Source: an optimization exercise on an open RTL-to-GDS flow (aim: small area). Production flows keep margins and buffers that such runs may drop. Function was checked by simulation only, so behaviour that the tests miss may differ from the original. Power is estimated from default activity; no workload was simulated.

v39:
## ddk_core
module ddk_core(
        input   wire  SysClk,
        input   wire  SysRst,
        output  reg   RX1,
        input   wire  DataClk,
        input   wire  DataWe,
        input   wire  [15:0]  DATA,
        input   wire  [5:0]    CH3_IN,
        output  wire  [5:0]    CH3_OUT,
        output  wire  [5:0]    CH3_OE,
        input   wire  [5:0]    CH4_IN,
        output  wire  [5:0]    CH4_OUT,
        output  wire  [5:0]    CH4_OE,
        input   wire  [5:0]    CH5_IN,
        output  wire  [5:0]    CH5_OUT,
        output  wire  [5:0]    CH5_OE,
        input   wire  [5:0]    CH6_IN,
        output  wire  [5:0]    CH6_OUT,
        output  wire  [5:0]    CH6_OE,
        input   wire  [5:0]    CH7_IN,
        output  wire  [5:0]    CH7_OUT,
        output  wire  [5:0]    CH7_OE,
        input   wire  [5:0]    CH8_IN);
For scale: ~120 I/O pins, about 24,000 µm² of cells after synthesis.
clock: 6.0 ns
lec_check: 0
cap_margin: 0
core_margin: 2
core_utilization: 40
cts_buf_list: sky130_fd_sc_hd__clkbuf_16
cts_cluster_diameter: 100
cts_cluster_size: 24
place_density: 0.6
slew_margin: 0
standard.sh (not shown) runs the stock make flow with config.mk's settings and CLKGATE_MAP_FILE= SYNTH_SCRIPT=/design/flow/synth_recipe.tcl, a recipe that flattens the netlist after the stock synthesis.
==> flow/flow/run.sh <==
#!/bin/bash
# Standard ORFS layout, with the combinational logic of the standard synthesis re-mapped
# by ABC for area (registers untouched; the smallest of a few ABC scripts is kept) and the
# smallest buffer on the ports.
set -euo pipefail
W=$(pwd)
R=$W/orfs/results/$FLOW_PLATFORM/ddk_core/base
export LIB=$FLOW_HOME/platforms/$FLOW_PLATFORM/lib/sky130_fd_sc_hd__tt_025C_1v80.lib

# 1. standard synthesis
bash standard.sh synth > $W/1_synth_standard.log 2>&1
cp $R/1_2_yosys.v $W/1_2_yosys_standard.v

# 2. area re-mapping of the combinational logic
python3 flow/comb_lib.py $LIB $W/comb.lib > $W/comb_lib.log 2>&1
DU=""
for c in $(sed -n '/DONT_USE_CELLS/,/^$/p' $FLOW_HOME/platforms/$FLOW_PLATFORM/config.mk | grep -o 'sky130_fd_sc_hd__[a-z0-9_]*'); do DU="$DU -dont_use $c"; done
export DONT_USE_ARGS="$DU" COMB_LIB=$W/comb.lib NETLIST_IN=$W/1_2_yosys_standard.v
SCRIPTS=(
  "strash;dch;map -a;topo"
  "strash;dch;map -a;strash;dch;map -a"
  "strash;dch;map -a;strash;dch;map -a;strash;dch;map -a"
  "strash;dc2;dc2;dc2;dch -f;map -a"
  "strash;dch -f;amap"
)
best=""; best_area=""
for i in "${!SCRIPTS[@]}"; do
  export ABC_SCRIPT="${SCRIPTS[$i]}" NETLIST_OUT=$W/remap_$i.v STAT_OUT=$W/remap_stat_$i.txt
  if yosys -c flow/remap.tcl > $W/remap_$i.log 2>&1; then
    a=$(grep -i "chip area" $STAT_OUT | grep -o '[0-9.]*$')
    echo "script $i ($ABC_SCRIPT): $a" >> $W/remap_choice.log
    if [[ -z "$best" ]] || python3 -c "import sys; sys.exit(0 if $a < $best_area else 1)"; then
      best=$i; best_area=$a
    fi
  fi
done
echo "chosen: $best ($best_area)" >> $W/remap_choice.log
cp $W/remap_$best.v $R/1_2_yosys.v
touch $R/1_2_yosys.v
rm -f $W/comb.lib

# 3. the rest of the standard flow on the re-mapped netlist
export BUFFER_PORTS_ARGS="-buffer_cell sky130_fd_sc_hd__buf_1"
bash standard.sh finish > $W/2_to_6_standard.log 2>&1
Other scripts of this flow, unchanged in this note and not shown: flow/flow/comb_lib.py, flow/flow/remap.tcl
v39 was carried through to the last stage, and its layout satisfied the timing, design-rule and antenna checks.
## Diff of input files: v45 against v39
- changing CAP_MARGIN from 0 to 20
- changing SLEW_MARGIN from 0 to 20
- changing PLACE_DENSITY from 0.6 to 0.75
- changing CORE_UTILIZATION from 40 to 60
[summary]
v45 ends up with a routed wire length that is 3300 µm lower than in v39. v39 reports its end of the critical path as conf[40] while v45 reports CH3_OUT[4]. v45 vs v39: count of inserted tapcells down. The higher number of gates on the worst path with buffers counted came out of v39. Per the comparison of v45 with v39, initial cell density of the core increased 20 points; non-clock buffer instance count of the final layout went down; final critical delay including setup and external delays saw an increase; buffering overhead barely changed; count of standard-cell rows fell 16. On minimum hold slack, v39 loses to v45.
Setup changes, v45 to v44
- changing PLACE_DENSITY from 0.75 to 0.6
- changing CORE_UTILIZATION from 60 to 40
--- outcome ---
Re portion of the layout cell area used by clock cells: v45 and v44 aren't equal, and the lower value belongs to v44.
Against v45, v44 comes in 1.2 points higher on growth of design area from synthesis to finish.
v44 ends up with a utilization that is 22 points lower than in v45.
From v45 to v44 the numbers moved as follows: final worst slack increased 0.089 ns, register share of the cell area decreased 0.62 points, routed wire length shows an increase of about 4.5%, worst reg-to-reg setup slack now larger.
v44 vs v45, inserted tap cell count went up by 248.
In the tables for v45 and v44, global routing usage on met1 reads lower with v44.
In v44 relative to v45, combinational logic power had gone up slightly.
Taking v45 as the reference point, the critical path depth of v44 rises by 8.
## Diff of input files: v46 against v44
- GPL_TIMING_DRIVEN: unset -> 0
- PLACE_DENSITY: 0.6 -> 0.7
- CTS_CLUSTER_SIZE: 24 -> 28
- CORE_UTILIZATION: 40 -> 50
v46 finished all stages; the layout is clean. v46: design area lower than v44. Wire length in v46 is 4.9% below v44. On worst hold slack, v46 tracks v44 almost exactly.

-- separate check: timing with driven ports --
In the flow no input, the clock included, has a driving cell. The finished layouts below were timed again as built, in two steps. Step 1 assumes that a clkbuf_16 drives the clock port and a buf_2 every other input. Step 2 moves the port delays by t, midway between the first and last clock arrival at a register: inputs arrive t later, outputs are due t later. That takes back most of the time a late clock gives input paths. Three values: ideal ports, drivers, drivers and shift; two values: the first two.
| run | t (ns) | slack for setup (ns) | cell pins on the clock port's net |
|---|---|---|---|
| v39 | 0.647 | 1.996 / 2.033 / 1.387 | 1 |
| v45 | 0.643 | 1.872 / 1.811 / 1.430 | 1 |
| v44 | 0.647 | 1.960 / 1.997 / 1.351 | 1 |
| v46 | 0.704 | 0.148 / 0.182 / -0.522 | 1 |
Met with ideal ports but missed after step 2: setup timing in v46. For v46, which loses most, drivers alone change the setup slack by +0.034 ns; drivers and shift together by -0.670 ns.
